Context: an optimization exercise on an open-source flow, tuned for small area and a short achievable clock period. The choices shown serve that exercise and are no tape-out recipe. Only simulation tests tie the RTL to the original design; equivalence was not proved. Power and IR drop assume default switching activity.

==> inputs of job 749 <==
==> flow/design.v <==
module QRCODE_FINDER (
input             iCLOCK,
input             iRESET,
input [23:0]      iVID_DATA,
input             iVID_START,
input             iVID_DATA_VALID,
input [10:0]      iADDRESS,
input [31:0]      iWRITE_DATA,
input             iWRITE,
input             iREAD,
output reg [31:0] oREAD_DATA,
output reg [23:0] oVID_DATA,
output            oVID_START,
output            oVID_DATA_VALID
);
localparam pTHRESHOLD = 60;
localparam stNONE  = 2'd0;
localparam stWHITE = 2'd1;
localparam stBLACK = 2'd2;
localparam dsIDLE   = 3'd0;
localparam dsFIRST  = 3'd1;
localparam dsCENTER = 3'd3;
localparam dsTHIRD  = 3'd4;
localparam dsFOURTH = 3'd5;
reg [6:0]  rHCNT;
reg [9:0]  rVCNT;
reg        rDSTART;
reg [2:0]  rVALID_PIPE;
reg [2:0]  rSTART_PIPE;
reg [2:0]  rDSTART_PIPE;
reg [23:0] rDATA0, rDATA1;
reg [6:0]  rHCNT_P0, rHCNT_P1;
reg [9:0]  rLUM;
reg [9:0]  rH0, rH1;
reg [19:0] rLBQ;
reg [11:0] rMAG;
reg        rPOS, rNEG;
reg [1:0]  rSTATE;
reg [9:0]  rPREV_CHANGE;
reg [1:0]  rPREV_STATE;
reg [6:0]  rHSTART;
reg [6:0]  rPREV_HSTART;
reg [6:0]  rPREV_DUR;
reg        rCHANGE;
reg        rFOUND;
reg [2:0]  rDECODE_STATE;
reg [7:0]  rREFBIT_DUR_MAX;
reg [6:0]  rREFBIT_DUR_MIN;
reg [8:0]  rREFBIT_3DUR_MAX;
reg [8:0]  rREFBIT_3DUR_MIN;
reg [6:0]  rPREV_CENT_HSTART;
reg [6:0]  rPREV_CENT_HEND;
reg        rUPDATE, rREFRESH;
reg signed [12:0] rTHRESHOLD;
reg [1:0]  rOUTMODE;
reg [4:0]  rDETECT_ADDR;
reg        rDETECT_WRITE;
reg [4:0]  rEND_ADDR;
assign oVID_START      = rSTART_PIPE[2];
assign oVID_DATA_VALID = rVALID_PIPE[2];
wire [9:0] wLUM      = {2'b0,iVID_DATA[7:0]} + {2'b0,iVID_DATA[15:8]} + {2'b0,iVID_DATA[23:16]};
wire [9:0] wLUM_NORM = rLUM + rLUM[9:2] + rLUM[9:4] + rLUM[9:6] + rLUM[9:8];
wire        wFLAG1   = rDSTART_PIPE[0];
reg  [10:0] rHDIFF;
wire [10:0] wLUM_DIFF = wFLAG1 ? 11'd0 : rHDIFF;
reg  [20*128-1:0] rLINE_BUF;
reg  [3:0]  rCOL_HI;
reg  [31:0] rCOL_LO;
reg  [7:0]  rCOLW_HI;
reg  [15:0] rCOLW_LO;
wire [6:0]  wHCNT_NEXT = iRESET ? 7'd0 :
                         !iVID_DATA_VALID ? rHCNT :
                         rDSTART ? 7'd0 : rHCNT + 1'b1;
wire [19:0] wLB_WDATA = {rLBQ[9:0], wLUM_DIFF[10:1]};
integer k;
always @(posedge iCLOCK) begin
  rCOL_HI  <= 4'd1 << wHCNT_NEXT[5:4];
  rCOL_LO  <= 32'd1 << {wHCNT_NEXT[6], wHCNT_NEXT[3:0]};
  rCOLW_HI <= 8'd1 << rHCNT[6:4];
  rCOLW_LO <= 16'd1 << rHCNT[3:0];
  for (k = 1; k < 127; k = k + 1)
    if (rVALID_PIPE[0] && rCOLW_HI[k/16] && rCOLW_LO[k%16])
      rLINE_BUF[k*20 +: 20] <= wLB_WDATA;
  rLBQ <= wLB_RD;
end
reg [19:0] wLB_RD;
reg [19:0] wLB_GRP;
integer g;
always @* begin
  wLB_RD = 20'd0;
  for (g = 0; g < 8; g = g + 1) begin
    wLB_GRP = 20'd0;
    for (k = 16*g; k < 16*g + 16; k = k + 1)
      if (k != 0 && k != 127)
        wLB_GRP = wLB_GRP | ({20{rCOL_LO[(k/64)*16 + k%16]}} & rLINE_BUF[k*20 +: 20]);
    wLB_RD = wLB_RD | ({20{rCOL_HI[g%4]}} & wLB_GRP);
  end
end
wire [13:0] wD  = {{3{wLUM_DIFF[10]}}, wLUM_DIFF};
wire [13:0] wL1 = {{2{rLBQ[9]}},  rLBQ[9:0],   2'b0};
wire [13:0] wL2 = {{3{rLBQ[19]}}, rLBQ[19:10], 1'b0};
wire [13:0] wS  = wD + wL1 + wL2;
wire [13:0] wSN = 14'd1 - wD - wL1 - wL2;
always @(posedge iCLOCK) begin
  rMAG <= wS[13] ? wSN[12:1] : wS[12:1];
  rPOS <= !wS[13] && (wS[12:1] != 0);
  rNEG <= wS[13];
end
wire wGT_TH = rTHRESHOLD[12] | (rMAG > rTHRESHOLD[11:0]);
wire wRISE  = rPOS && wGT_TH;
wire wFALL  = rNEG && wGT_TH;
wire wPC_LT = {2'b0, rPREV_CHANGE} < rMAG;
wire [6:0] wDUR      = rPREV_DUR;
wire [4:0] wDUR_T1   = {1'b0, wDUR[6:3]} + 5'd1;
wire [5:0] wDUR_T3   = {1'b0, wDUR[6:2]} + {2'b0, wDUR[6:3]} + 6'd3;
wire [8:0] wDUR_X3   = {1'b0, wDUR, 1'b0} + {2'b0, wDUR};
wire [7:0] wDUR_MAX  = {1'b0, wDUR} + {3'b0, wDUR_T1};
wire [6:0] wDUR_MIN  = wDUR - wDUR_T1[4:0];
wire [8:0] w3DUR_MAX = wDUR_X3 + {3'b0, wDUR_T3};
wire [8:0] w3DUR_MIN = wDUR_X3 - {3'b0, wDUR_T3};
wire wIN1 = (rREFBIT_DUR_MAX  >= {1'b0, wDUR}) && (rREFBIT_DUR_MIN  <= wDUR);
wire wIN3 = (rREFBIT_3DUR_MAX >= {2'b0, wDUR}) && (rREFBIT_3DUR_MIN <= {2'b0, wDUR});
reg [24*32-1:0] rRESULTS;
integer j;
always @(posedge iCLOCK) begin
  if (rDETECT_WRITE) begin
    if (rUPDATE)
      rEND_ADDR <= rDETECT_ADDR;
    for (j = 0; j < 32; j = j + 1)
      if (!rUPDATE && rDETECT_ADDR == j)
        rRESULTS[j*24 +: 24] <= {rVCNT, rPREV_CENT_HSTART, rPREV_CENT_HEND};
  end
end
reg [23:0] wRES;
always @* begin
  wRES = 24'd0;
  for (j = 0; j < 32; j = j + 1)
    wRES = wRES | ({24{iADDRESS[4:0] == j}} & rRESULTS[j*24 +: 24]);
end
wire [2:0]  wCTRL = (iADDRESS == 11'd0) ? {rOUTMODE, rUPDATE} : 3'd0;
reg  [2:0]  rCTRL;
always @(posedge iCLOCK) begin
  if (iADDRESS[10])
    oREAD_DATA <= (iADDRESS[4:0] == rEND_ADDR) ? 32'hFFFFFFFF :
                  {2'b0, wRES[23:14], 3'b0, wRES[13:7], 3'b0, wRES[6:0]};
  else
    oREAD_DATA <= iREAD ? {29'b0, wCTRL} : {29'b0, rCTRL};
  if (iREAD)
    rCTRL <= wCTRL;
end
always @(posedge iCLOCK) begin
  if (iRESET) begin
    rTHRESHOLD <= pTHRESHOLD;
    rOUTMODE <= 0;
    rREFRESH <= 0;
  end
  if (iWRITE) begin
    case (iADDRESS)
      0: {rOUTMODE,rREFRESH} <= iWRITE_DATA[2:0];
      1: rTHRESHOLD <= iWRITE_DATA[12:0];
    endcase
  end
  if (rREFRESH & !rUPDATE)
    rREFRESH <= 0;
end
always @(posedge iCLOCK) begin
  rDETECT_WRITE <= 0;
  if (rDETECT_WRITE)
    rDETECT_ADDR <= rDETECT_ADDR + 1'b1;
  rDATA0 <= iVID_DATA;
  rDATA1 <= rDATA0;
  rVALID_PIPE  <= {rVALID_PIPE[1:0], iVID_DATA_VALID};
  rSTART_PIPE  <= {rSTART_PIPE[1:0], iVID_START};
  rDSTART_PIPE <= {rDSTART_PIPE[1:0], rDSTART};
  rHCNT_P0 <= rHCNT;
  rHCNT_P1 <= rHCNT_P0;
  rLUM <= wLUM;
  if (iVID_DATA_VALID) begin
    rDSTART <= iVID_START;
    rHCNT   <= rHCNT + 1'b1;
    if (rHCNT == 7'd127) begin
      rSTATE <= stNONE;
      rVCNT <= rVCNT + 1'b1;
      rDSTART_PIPE[0] <= 1'b1;
    end
    if (rDSTART) begin
      rHCNT <= 0;
      rVCNT <= 0;
      if (rUPDATE && rREFRESH) begin
        rUPDATE <= 0;
        rDETECT_ADDR <= 0;
      end
      if (!rUPDATE) begin
        rUPDATE <= 1;
        rDETECT_WRITE <= 1;
      end
      rSTATE <= stNONE;
    end
  end
  if (rVALID_PIPE[0]) begin
    if (wFLAG1) begin
      rH0 <= wLUM_NORM;
      rH1 <= wLUM_NORM;
      rHDIFF <= 0;
    end else begin
      rH0 <= wLUM_NORM;
      rH1 <= rH0;
      rHDIFF <= {1'b0,rLUM} + {3'b0,rLUM[9:2]} + {5'b0,rLUM[9:4]} +
                {7'b0,rLUM[9:6]} + {9'b0,rLUM[9:8]} - {1'b0,rH1};
    end
  end
  oVID_DATA <= rOUTMODE == 0 ? rDATA1 :
                 rOUTMODE == 1 ? {3{rH0[9:2]}} :
                 rOUTMODE == 2 ? ((rSTATE == stNONE)  ? {3{8'h80}} :
                                  (rSTATE == stBLACK) ? {3{8'h00}} : {3{8'hFF}}) :
                 24'd0;
  if (rVALID_PIPE[1] && rOUTMODE != 0) begin
    if (rFOUND)
      oVID_DATA <= 24'h00FF00;
    else if (wRISE && rSTATE != stWHITE)
      oVID_DATA <= 24'hff0000;
    else if (wFALL && rSTATE != stBLACK)
      oVID_DATA <= 24'h0000ff;
  end
  if (rVALID_PIPE[1]) begin
    rCHANGE <= 0;
    if (wRISE && (rSTATE != stWHITE || wPC_LT)) begin
      rHSTART <= rHCNT_P1;
      rPREV_CHANGE <= rMAG[9:0];
      if (rSTATE != stWHITE) begin
        rSTATE <= stWHITE;
        rPREV_STATE <= rSTATE;
        rPREV_HSTART <= rHSTART;
        rCHANGE <= 1;
        rPREV_DUR <= rHCNT_P0 - rHSTART;
      end
    end
    if (wFALL && (rSTATE != stBLACK || wPC_LT)) begin
      rHSTART <= rHCNT_P1;
      rPREV_CHANGE <= rMAG[9:0];
      if (rSTATE != stBLACK) begin
        rSTATE <= stBLACK;
        rPREV_STATE <= rSTATE;
        rPREV_HSTART <= rHSTART;
        rCHANGE <= 1;
        rPREV_DUR <= rHCNT_P0 - rHSTART;
      end
    end
    if (rDSTART_PIPE[1]) begin
      rPREV_STATE <= stNONE;
      rHSTART <= 0;
      rCHANGE <= 0;
    end
    rFOUND <= 0;
  end
  if (rVALID_PIPE[2]) begin
    if (rDSTART_PIPE[2])
      rDECODE_STATE <= dsIDLE;
    else if (rCHANGE) begin
      case (rDECODE_STATE)
        dsIDLE: begin
          if (rPREV_STATE == stBLACK) begin
            rREFBIT_DUR_MAX  <= wDUR_MAX;
            rREFBIT_DUR_MIN  <= wDUR_MIN;
            rREFBIT_3DUR_MAX <= w3DUR_MAX;
            rREFBIT_3DUR_MIN <= w3DUR_MIN;
            rDECODE_STATE <= dsFIRST;
          end
        end
        dsFIRST: begin
          if (wIN1)
            rDECODE_STATE <= dsCENTER;
          else
            rDECODE_STATE <= dsIDLE;
        end
        dsCENTER: begin
          if (wIN3) begin
            rDECODE_STATE <= dsTHIRD;
            rPREV_CENT_HSTART <= rPREV_HSTART;
          end else begin
            rREFBIT_DUR_MAX  <= wDUR_MAX;
            rREFBIT_DUR_MIN  <= wDUR_MIN;
            rREFBIT_3DUR_MAX <= w3DUR_MAX;
            rREFBIT_3DUR_MIN <= w3DUR_MIN;
            rDECODE_STATE <= dsFIRST;
          end
        end
        dsTHIRD: begin
          if (wIN1) begin
            rDECODE_STATE <= dsFOURTH;
            rPREV_CENT_HEND <= rPREV_HSTART;
          end else
            rDECODE_STATE <= dsIDLE;
        end
        dsFOURTH: begin
          if (wIN1) begin
            rDECODE_STATE <= dsIDLE;
            rFOUND <= 1;
            rDETECT_WRITE <= !rUPDATE;
          end else begin
            rREFBIT_DUR_MAX  <= wDUR_MAX;
            rREFBIT_DUR_MIN  <= wDUR_MIN;
            rREFBIT_3DUR_MAX <= w3DUR_MAX;
            rREFBIT_3DUR_MIN <= w3DUR_MIN;
            rDECODE_STATE <= dsFIRST;
          end
        end
        default: ;
      endcase
    end
  end
  if (iRESET) begin
    rHCNT <= 0;
    rVALID_PIPE <= 0;
    rSTART_PIPE <= 0;
    rDSTART <= 0;
    rH0 <= 0;
    rH1 <= 0;
    rHDIFF <= 0;
    rSTATE <= stNONE;
    rHSTART <= 0;
    rDECODE_STATE <= dsIDLE;
    rUPDATE <= 0;
    rDETECT_ADDR <= 0;
    rDETECT_WRITE <= 0;
  end
end
endmodule
==> flow/flow/run.sh <==
#!/bin/bash
set -euo pipefail
MARGIN=$(cat flow/setup_margin)
sed "s|\"\${@:-finish}\"|SETUP_SLACK_MARGIN=${MARGIN} \"\${@:-finish}\"|" standard.sh > own_standard.sh
grep -q "SETUP_SLACK_MARGIN=${MARGIN}" own_standard.sh
bash own_standard.sh > make_finish.log 2>&1
==> flow/flow/setup_margin <==
5.5
==> flow/standard.sh <==
#!/bin/bash
# synth_recipe.tcl (not shown) runs the flow's synth.tcl, then flattens the netlist and writes it again
# the make line also repeats each setting of config.mk as NAME=value (left out here)
make -C /OpenROAD-flow-scripts/flow DESIGN_CONFIG=/design/flow/config.mk WORK_HOME=/design/flow/orfs CLKGATE_MAP_FILE= SYNTH_SCRIPT=/design/flow/synth_recipe.tcl "${@:-finish}"
==> flow/config.mk <==
export PLATFORM = sky130hd
export DESIGN_NAME = QRCODE_FINDER
export DESIGN_NICKNAME = QRCODE_FINDER
export VERILOG_FILES = /design/flow/design.v
export SDC_FILE = /design/flow/constraint.sdc
export NUM_CORES = 4
export LEC_CHECK = 0
export CAP_MARGIN = 20
export CORE_MARGIN = 2
export CORE_UTILIZATION = 60
export CTS_CLUSTER_DIAMETER = 100
export CTS_CLUSTER_SIZE = 24
export SLEW_MARGIN = 20
==> flow/constraint.sdc <==
create_clock -name core_clock -period 9.0 [get_ports {iCLOCK}]
set_input_delay 1.8000 -clock core_clock [delete_from_list [all_inputs] [get_ports {iCLOCK}]]
set_output_delay 1.8000 -clock core_clock [all_outputs]
set_load 0.01 [all_outputs]
==> inputs of job 4222, as changes to job 749 <==
--- a/flow/design.v
+++ b/flow/design.v
@@ -65,8 +65,6 @@
 wire [10:0] wLUM_DIFF = wFLAG1 ? 11'd0 : rHDIFF;
 reg  [20*128-1:0] rLINE_BUF;
-reg  [3:0]  rCOL_HI;
-reg  [31:0] rCOL_LO;
-reg  [7:0]  rCOLW_HI;
-reg  [15:0] rCOLW_LO;
+reg  [7:0]  rCOL_HI, rCOLW_HI;
+reg  [15:0] rCOL_LO, rCOLW_LO;
 wire [6:0]  wHCNT_NEXT = iRESET ? 7'd0 :
                          !iVID_DATA_VALID ? rHCNT :
@@ -75,8 +73,8 @@
 integer k;
 always @(posedge iCLOCK) begin
-  rCOL_HI  <= 4'd1 << wHCNT_NEXT[5:4];
-  rCOL_LO  <= 32'd1 << {wHCNT_NEXT[6], wHCNT_NEXT[3:0]};
-  rCOLW_HI <= 8'd1 << rHCNT[6:4];
-  rCOLW_LO <= 16'd1 << rHCNT[3:0];
+  rCOL_HI  <= 8'd1 << wHCNT_NEXT[6:4];
+  rCOL_LO  <= 16'd1 << wHCNT_NEXT[3:0];
+  rCOLW_HI <= rCOL_HI;
+  rCOLW_LO <= rCOL_LO;
   for (k = 1; k < 127; k = k + 1)
     if (rVALID_PIPE[0] && rCOLW_HI[k/16] && rCOLW_LO[k%16])
@@ -93,6 +91,6 @@
     for (k = 16*g; k < 16*g + 16; k = k + 1)
       if (k != 0 && k != 127)
-        wLB_GRP = wLB_GRP | ({20{rCOL_LO[(k/64)*16 + k%16]}} & rLINE_BUF[k*20 +: 20]);
-    wLB_RD = wLB_RD | ({20{rCOL_HI[g%4]}} & wLB_GRP);
+        wLB_GRP = wLB_GRP | ({20{rCOL_LO[k%16]}} & rLINE_BUF[k*20 +: 20]);
+    wLB_RD = wLB_RD | ({20{rCOL_HI[g]}} & wLB_GRP);
   end
 end
CORE_UTILIZATION = 65   (was 60)
==> inputs of job 650, as changes to job 749 <==
--- a/flow/design.v
+++ b/flow/design.v
@@ -65,8 +65,6 @@
 wire [10:0] wLUM_DIFF = wFLAG1 ? 11'd0 : rHDIFF;
 reg  [20*128-1:0] rLINE_BUF;
-reg  [3:0]  rCOL_HI;
-reg  [31:0] rCOL_LO;
-reg  [7:0]  rCOLW_HI;
-reg  [15:0] rCOLW_LO;
+reg  [7:0]  rCOL_HI, rCOLW_HI;
+reg  [15:0] rCOL_LO, rCOLW_LO;
 wire [6:0]  wHCNT_NEXT = iRESET ? 7'd0 :
                          !iVID_DATA_VALID ? rHCNT :
@@ -75,8 +73,8 @@
 integer k;
 always @(posedge iCLOCK) begin
-  rCOL_HI  <= 4'd1 << wHCNT_NEXT[5:4];
-  rCOL_LO  <= 32'd1 << {wHCNT_NEXT[6], wHCNT_NEXT[3:0]};
-  rCOLW_HI <= 8'd1 << rHCNT[6:4];
-  rCOLW_LO <= 16'd1 << rHCNT[3:0];
+  rCOL_HI  <= 8'd1 << wHCNT_NEXT[6:4];
+  rCOL_LO  <= 16'd1 << wHCNT_NEXT[3:0];
+  rCOLW_HI <= rCOL_HI;
+  rCOLW_LO <= rCOL_LO;
   for (k = 1; k < 127; k = k + 1)
     if (rVALID_PIPE[0] && rCOLW_HI[k/16] && rCOLW_LO[k%16])
@@ -93,6 +91,6 @@
     for (k = 16*g; k < 16*g + 16; k = k + 1)
       if (k != 0 && k != 127)
-        wLB_GRP = wLB_GRP | ({20{rCOL_LO[(k/64)*16 + k%16]}} & rLINE_BUF[k*20 +: 20]);
-    wLB_RD = wLB_RD | ({20{rCOL_HI[g%4]}} & wLB_GRP);
+        wLB_GRP = wLB_GRP | ({20{rCOL_LO[k%16]}} & rLINE_BUF[k*20 +: 20]);
+    wLB_RD = wLB_RD | ({20{rCOL_HI[g]}} & wLB_GRP);
   end
 end
==> flow/run.sh (new file) <==
#!/bin/bash
# synth_recipe.tcl (not shown) runs the flow's synth.tcl, then flattens the netlist and writes it again
# the make line also repeats each setting of config.mk as NAME=value (left out here)
make -C /OpenROAD-flow-scripts/flow DESIGN_CONFIG=/design/flow/config.mk WORK_HOME=/design/flow/orfs CLKGATE_MAP_FILE= SYNTH_SCRIPT=/design/flow/synth_recipe.tcl finish
CORE_UTILIZATION = 45   (was 60)
CTS_CLUSTER_SIZE = 30   (was 24)
SETUP_SLACK_MARGIN = 5   (was not set)
removed: flow/flow/run.sh
removed: flow/flow/setup_margin
removed: flow/standard.sh
==> run summary <==
Run status:
- The flow ran to the end and the layout has no timing, DRC or antenna violations.

Logic synthesis:
- Synthesis produced 7768 cells.

Floorplan:
- The initial standard-cell utilization of the core is 65.5%.

Worst setup path:
- In this design, the stage delay of the slowest critical-path cell is 0.88 ns.
- The number of logic stages on the critical path including buffering is 7.

Place:
- Before CTS, the worst setup slack after placement is 3.99 ns.

Detailed routing:
- The violation count after the first detailed-route iteration is 13500.

Power and ir drop:
- The internal power of the cells totals 24.9 mW.
Source of the figures above: job 4222

==> run summary <==
Run status:
- The run finished with no timing, DRC or antenna violations.

Power and ir drop:
- The cell-internal power is 25.1 mW.

Worst setup path:
- On the worst path, the slowest cell contributes a delay of 1.06 ns.

Place:
- The setup slack after placement is 4.14 ns.
Source of the figures above: job 749

==> run summary <==
Run status:
- The flow ran to the end and the layout has no timing, DRC or antenna violations.

Power and ir drop:
- Cell internal power was estimated by the tool at 24.0 mW.

Worst setup path:
- The number of logic stages on the critical path including buffering is 8.
- On the worst path, the slowest cell contributes a delay of 0.79 ns.

Floorplan:
- The initial utilization of the core area, before any placement, comes to 45.3%.

Logic synthesis:
- The synthesized netlist cell count is 7768.

Detailed routing:
- For this block, the initial DRC count from the detailed router was 12400.
Source of the figures above: job 650

[separate check: timing with driven ports]
No port has a modelled driver above. Below, the same layouts with a new extraction and two added sets of constraints.
Step 1, drivers: a clkbuf_16 drives iCLOCK and a buf_2 each remaining input, both assumed.
Step 2 also shifts input and output timing later by t, the mid clock arrival at the registers, as if the neighbouring blocks saw the same clock.
a / b / c = no drivers / after step 1 / after step 2; a / b = the first two.
run	t, ns	slack for setup (ns)	pins driven straight from the clock port
job 749	0.954	5.301 / 5.301 / 4.657	1
job 4222	0.962	5.421 / 5.421 / 4.628	1
job 650	0.973	4.961 / 4.961 / 4.094	1
After both steps setup and hold are still met in every run listed. The setup slack of job 650, which loses most, moves by 0.000 ns with the drivers and by -0.867 ns with both steps.
